This is an optimization exercise on Yosys and OpenROAD, whose aim is small area and a short achievable clock period, not a production implementation.
Where RTL was checked, it was by simulation tests only, not by an equivalence proof against the original.
No driver is modelled on the clock port, so clock power and skew are understated where the tree is cut down; a real chip needs a root buffer or a tree.

exp/raven:
// ParallelFIR
module ParallelFIR(input wire clk,
                   input wire signed [7:0] x,
                   output reg signed [17:0] y);
For scale: about 27 I/O pins, about 0.014 mm2 of cells after synthesis.
clock: 11.0 ns
lec_check: 0
cap_margin: 20
core_margin: 2
core_utilization: 50
slew_margin: 20
synth_hierarchical: 1
synth_minimum_keep_size: 0
standard.sh (not shown) runs the stock make flow with config.mk's settings and CLKGATE_MAP_FILE= SYNTH_SCRIPT=/design/flow/synth_recipe.tcl, a recipe that flattens the netlist after the stock synthesis.
==> flow/flow/run.sh <==
#!/bin/bash
# The standard layout, with repair_timing asked to keep extra setup margin
# (the SDC and its clock period are unchanged) so that it sizes the design for
# a shorter achieved period, and a clock tree of smaller buffers without dummy
# loads.  Each tool's output is in the ORFS logs; make's output is in standard.log.
set -e
export SETUP_SLACK_MARGIN=7.7
export CTS_ARGS="-sink_clustering_enable -repair_clock_nets -dont_use_dummy_load -buf_list {sky130_fd_sc_hd__clkbuf_4 sky130_fd_sc_hd__clkbuf_8} -sink_clustering_size 25"
bash standard.sh > standard.log 2>&1
#### Input delta (exp/harbor over exp/raven)
==> flow/flow/run.sh <==
#!/bin/bash
# The standard layout, with repair_timing asked to keep extra setup margin
# (the SDC and its clock period are unchanged) so that it sizes the design for
# a shorter achieved period.  Each tool's output is in the ORFS logs; make's
# output is in standard.log.
set -e
export SETUP_SLACK_MARGIN=7.7
bash standard.sh > standard.log 2>&1
==> comparison <==
- Looking only at relative slew slack, and setting everything else aside, the higher value of exp/raven and exp/harbor goes to exp/raven.
- The lower clock network area share came out of exp/raven.
- Cmp exp/raven and exp/harbor / met2 wire length / lower: exp/raven
- In the flow results for exp/raven and exp/harbor, the setup slack is larger on exp/raven.
- Number of filler cells placed in the layout of exp/harbor falls short of that of exp/raven slightly.
- Compared with exp/raven, in exp/harbor number of vias after detailed routing went down 36.
## Diff of input files: exp/lagoon against exp/harbor
==> flow/flow/run.sh <==
#!/bin/bash
# The standard layout, with repair_timing asked to keep extra setup margin
# (the SDC and its clock period are unchanged) so that it sizes the design for
# a shorter achieved period, and a clock tree without dummy loads.  Each tool's
# output is in the ORFS logs; make's output is in standard.log.
set -e
export SETUP_SLACK_MARGIN=7.7
export CTS_ARGS="-sink_clustering_enable -repair_clock_nets -dont_use_dummy_load"
bash standard.sh > standard.log 2>&1
Results
exp/harbor → exp/lagoon: setup slack now sits at about the same level, count of clock-net buffers in the final layout went down 12, cell depth of the worst min-delay path saw little to no change, maximum frequency from static timing analysis saw little to no change.
Reported for exp/lagoon and exp/harbor, footprint of the flip-flops and latches turned out identical to the last digit.
Diff exp/lagoon..exp/harbor | via count of the first global-routing pass | negligible
Function was not checked in any run of this note: the RTL went through the layout flow alone.

========
ParallelFIR, a different RTL version from the one above (not shown whole).
Size: about 900 cells after synthesis, about 280 flip-flops, roughly 27 I/O pins, about 0.013 mm2 of cells after synthesis.
Design ParallelFIR, start of the top module:
module ParallelFIR(input wire clk,
                   input wire signed [7:0] x,
                   output reg signed [17:0] y);
  reg [7:0] x1, x2, x3, x4, x5, x6, x7, x8, x9, x10, x11, x12, x13, x14, x15, x16, x17;
  reg p4_1_0, p4_2_0, p4_3_0, p4_4_0, p4_5_0, p4_6_0, p4_7_0, p4_8_0, p3_0_0, p3_1_0, p3_1_1, p3_2_0, p3_2_1, p3_3_0, p3_3_1, p3_4_0, p3_4_1, p3_5_0, p3_5_1, p3_6_0, p3_6_1, p3_7_0, p3_7_1, p3_8_0, p3_8_1, p3_9_0, p3_9_1, p3_10_0, p3_10_1, p3_11_0, p3_11_1, p3_12_0, p3_12_1, p3_13_0, p2_0_0, p2_0_1, p2_1_0, p2_1_1, p2_2_0, p2_2_1, p2_3_0, p2_3_1, p2_4_0, p2_4_1, p2_5_0, p2_5_1, p2_6_0, p2_6_1, p2_7_0, p2_7_1, p2_8_0, p2_8_1, p2_9_0, p2_9_1, p2_10_0, p2_10_1, p2_11_0, p2_11_1, p2_12_0, p2_12_1, p2_13_0, p2_13_1, p2_14_0, p2_14_1, p2_15_0, p1_0_0, p1_0_1, p1_1_0, p1_1_1, p1_2_0, p1_2_1, p1_3_0, p1_3_1, p1_4_0, p1_4_1, p1_5_0, p1_5_1, p1_6_0, p1_6_1, p1_7_0, p1_7_1, p1_8_0, p1_8_1, p1_9_0, p1_9_1, p1_10_0, p1_10_1, p1_11_0, p1_11_1, p1_12_0, p1_12_1, p1_13_0, p1_13_1, p1_14_0, p1_14_1, p1_15_0, p1_15_1, p1_16_0, p1_16_1;
  reg [8:0] pa7;
  reg [8:0] pa5;
  reg [8:0] pa9;
  wire [8:0] pa7_d = {1'b0, x5} + {1'b0, x11};
  wire [8:0] pa5_d = {1'b0, x2} + {1'b0, x12};
  wire [8:0] pa9_d = {1'b0, x7} + {1'b0, x9};
  wire [7:0] xo = {~x[7], x[6:0]};
  wire s1, c1;
  FullAdd u1 (.a(pa5[2]), .b(pa5[1]), .c(x16[3]), .s(s1), .co(c1));
  wire s2, c2;
  FullAdd u2 (.a(pa5[3]), .b(pa5[2]), .c(pa5[0]), .s(s2), .co(c2));
  wire s3, c3;
  FullAdd u3 (.a(p4_4_0), .b(x14[1]), .c(x15[3]), .s(s3), .co(c3));
  wire s4, c4;
  FullAdd u4 (.a(pa5[4]), .b(pa5[3]), .c(pa5[1]), .s(s4), .co(c4));
  wire s5, c5;
  FullAdd u5 (.a(p4_5_0), .b(x14[2]), .c(x15[4]), .s(s5), .co(c5));
  wire s6 = x16[5] ^ x17[4];
  wire c6 = x16[5] & x17[4];
  wire s7, c7;
  FullAdd u7 (.a(pa5[5]), .b(pa5[4]), .c(pa5[2]), .s(s7), .co(c7));
  wire s8, c8;
  FullAdd u8 (.a(p4_6_0), .b(x14[3]), .c(x15[5]), .s(s8), .co(c8));
  wire n9 = ~x15[3];
  wire s10, c10;
  FullAdd u10 (.a(n9), .b(x16[6]), .c(x17[5]), .s(s10), .co(c10));
  wire s11, c11;
  FullAdd u11 (.a(pa5[6]), .b(pa5[5]), .c(pa5[3]), .s(s11), .co(c11));
  wire s12, c12;
  FullAdd u12 (.a(p4_7_0), .b(x14[4]), .c(x15[6]), .s(s12), .co(c12));
  wire n13 = ~x15[4];
  wire s14, c14;
  FullAdd u14 (.a(n13), .b(x16[7]), .c(x17[6]), .s(s14), .co(c14));
  wire s15, c15;
  FullAdd u15 (.a(pa5[7]), .b(pa5[6]), .c(pa5[4]), .s(s15), .co(c15));
  ...
export LEC_CHECK = 0
export CAP_MARGIN = 20
export CORE_MARGIN = 2
export CORE_UTILIZATION = 60
export PLACE_DENSITY = 0.75
export SLEW_MARGIN = 20
export SYNTH_HIERARCHICAL = 1
export SYNTH_MINIMUM_KEEP_SIZE = 0
create_clock -name core_clock -period 11.0 [get_ports {clk}]
==> flow/flow/run.sh <==
#!/bin/bash
# The standard layout with these changes to how it is made (the SDC and
# its clock period are unchanged):
#  - repair_timing keeps extra setup margin, so that it sizes the design for a
#    shorter achieved period;
#  - the clock tree uses larger sink clusters and no dummy loads, and after CTS
#    its branch level is removed and the root split in four (flatten_clock.tcl),
#    so every register is clocked through one root buffer and one leaf buffer;
#  - the port buffers are buf_2 cells.
# Each tool's full output is in the ORFS logs; make's output is in
# standard_cts.log and standard.log, the clock edit's in flatten_clock.log.
set -e
export SETUP_SLACK_MARGIN=8.0
export CTS_ARGS="-sink_clustering_enable -repair_clock_nets -dont_use_dummy_load -buf_list sky130_fd_sc_hd__clkbuf_16 -sink_clustering_size 30 -sink_clustering_max_diameter 200"
export BUFFER_PORTS_ARGS="-buffer_cell sky130_fd_sc_hd__buf_2"
bash standard.sh cts > standard_cts.log 2>&1
CLK_ROOTS=4 CTS_ODB=$PWD/orfs/results/$FLOW_PLATFORM/ParallelFIR/base/4_cts.odb openroad -no_init -exit flow/flatten_clock.tcl > flatten_clock.log 2>&1
bash standard.sh > standard.log 2>&1
Other scripts of this flow, unchanged in this note and not shown: flow/flow/flatten_clock.tcl
Rerun with:
--- a/flow/flow/run.sh
+++ b/flow/flow/run.sh
@@ -13 +13 @@
-export SETUP_SLACK_MARGIN=8.0
+export SETUP_SLACK_MARGIN=7.95
- CORE_UTILIZATION: 60 -> 50
- PLACE_DENSITY: 0.75 -> not set
What happened: The changed run completed without violations. Maximum frequency is lower by 0.31%. Clock skew rises by 12 ps. Worst hold slack is worse by 38 ps. Cell area hardly moves. Via count is lower by 2.0%. Clock-buffer cell count does not change. Utilization went down by 11 points. Die area rose by 19%. Area after synthesis is unchanged.
Rerun with:
--- a/flow/flow/run.sh
+++ b/flow/flow/run.sh
@@ -13 +13 @@
-export SETUP_SLACK_MARGIN=7.95
+export SETUP_SLACK_MARGIN=8.0
=> The changed run completed with no timing, DRC or antenna violations; cell count is about the same; global-route usage stays the same; via count stays flat; clock skew barely changes; count of clock-buffer cells in the layout stays the same; final area rose by 0.45%.

========
the baseline:
Another version of the RTL of ParallelFIR (not shown whole).
Size in the first run: roughly 270 flip-flops, ~27 I/O pins, about 14000 µm² of cells after synthesis.
export LEC_CHECK = 0
export CAP_MARGIN = 20
export CORE_MARGIN = 2
export CORE_UTILIZATION = 50
export SLEW_MARGIN = 20
export SYNTH_HIERARCHICAL = 1
export SYNTH_MINIMUM_KEEP_SIZE = 0
create_clock -name core_clock -period 11.0 [get_ports {clk}]
==> flow/flow/run.sh <==
#!/bin/bash
# The standard layout with these changes to how it is made (the SDC and
# its clock period are unchanged):
#  - repair_timing keeps extra setup margin, so that it sizes the design for a
#    shorter achieved period;
#  - the clock tree uses larger sink clusters and no dummy loads, and after CTS
#    its branch level is removed (flatten_clock.tcl), so every register is
#    clocked through the root buffer and one leaf buffer;
#  - the port buffers are buf_2 cells.
# Each tool's full output is in the ORFS logs; make's output is in
# standard_cts.log and standard.log, the clock edit's in flatten_clock.log.
set -e
export SETUP_SLACK_MARGIN=8.0
export CTS_ARGS="-sink_clustering_enable -repair_clock_nets -dont_use_dummy_load -buf_list sky130_fd_sc_hd__clkbuf_16 -sink_clustering_size 30 -sink_clustering_max_diameter 200"
export BUFFER_PORTS_ARGS="-buffer_cell sky130_fd_sc_hd__buf_2"
bash standard.sh cts > standard_cts.log 2>&1
CTS_ODB=$PWD/orfs/results/$FLOW_PLATFORM/ParallelFIR/base/4_cts.odb openroad -no_init -exit flow/flatten_clock.tcl > flatten_clock.log 2>&1
bash standard.sh > standard.log 2>&1
Other scripts of this flow, unchanged in this note and not shown: flow/flow/flatten_clock.tcl
#### Input delta (the candidate over the baseline)
-- flow/flow/run.sh --
<<< the baseline, line 13
export SETUP_SLACK_MARGIN=8.0
export CTS_ARGS="-sink_clustering_enable -repair_clock_nets -dont_use_dummy_load -buf_list sky130_fd_sc_hd__clkbuf_16 -sink_clustering_size 30 -sink_clustering_max_diameter 200"
export BUFFER_PORTS_ARGS="-buffer_cell sky130_fd_sc_hd__buf_2"
>>> the candidate, line 13
export SETUP_SLACK_MARGIN=8.0
export CTS_ARGS="-sink_clustering_enable -repair_clock_nets -dont_use_dummy_load -buf_list sky130_fd_sc_hd__clkbuf_16 -sink_clustering_size 24 -sink_clustering_max_diameter 200"
export BUFFER_PORTS_ARGS="-buffer_cell sky130_fd_sc_hd__buf_2"
--- outcome ---
Changes observed in the candidate relative to the baseline: total area of sequential cells roughly the same. Re final-layout fill cell count: the candidate is about 0.3% down on the baseline. ~same fraction of met3 tracks used by global routing in the candidate and the baseline. For number of nets in the final layout, the candidate and the baseline come out practically identical. Compared the candidate against the baseline; routing usage on met1 within noise. The candidate against the baseline: total wirelength of the detailed-routed design shows an increase of 87 µm.

-- re-timing with driven ports --
Ports are ideal in the flow. The routed layouts listed here were re-timed in OpenROAD. Step 1: set_driving_cell puts a clkbuf_16 on clk and a buf_2 on each other input, an assumption about the parent block. Step 2 moves the port delays by t, midway between the first and last clock arrival at a register: inputs arrive t later, outputs are due t later. That takes back most of the time a late clock gives input paths. a / b / c = ideal / step 1 / step 2; a / b = the first two.
| run | shift t [ns] | slack for setup (ns) | latest minus earliest clock arrival (ns) | slew at the worst register clock pin (ns) |
|---|---|---|---|---|
| exp/raven | 0.583 | 7.749 / 7.705 / 7.820 | 0.033 / 0.033 | 0.06 / 0.06 |
| exp/harbor | 0.589 | 7.740 / 7.690 / 7.799 | 0.016 / 0.016 | 0.06 / 0.06 |
| exp/lagoon | 0.586 | 7.740 / 7.689 / 7.800 | 0.023 / 0.022 | 0.06 / 0.06 |
| the first run of note 2 | 0.377 | 8.050 / 7.956 / 8.063 | 0.079 / 0.079 | 0.11 / 0.11 |
| the second run of note 2 | 0.383 | 8.041 / 7.947 / 8.041 | 0.084 / 0.084 | 0.12 / 0.12 |
| the third run of note 2 | 0.384 | 8.043 / 7.946 / 8.062 | 0.084 / 0.084 | 0.12 / 0.12 |
| the baseline | 0.469 | 7.934 / 7.887 / 8.043 | 0.009 / 0.008 | 0.11 / 0.11 |
| the candidate | 0.470 | 7.927 / 7.876 / 8.043 | 0.050 / 0.051 | 0.10 / 0.10 |
After both steps every run listed still meets setup and hold.
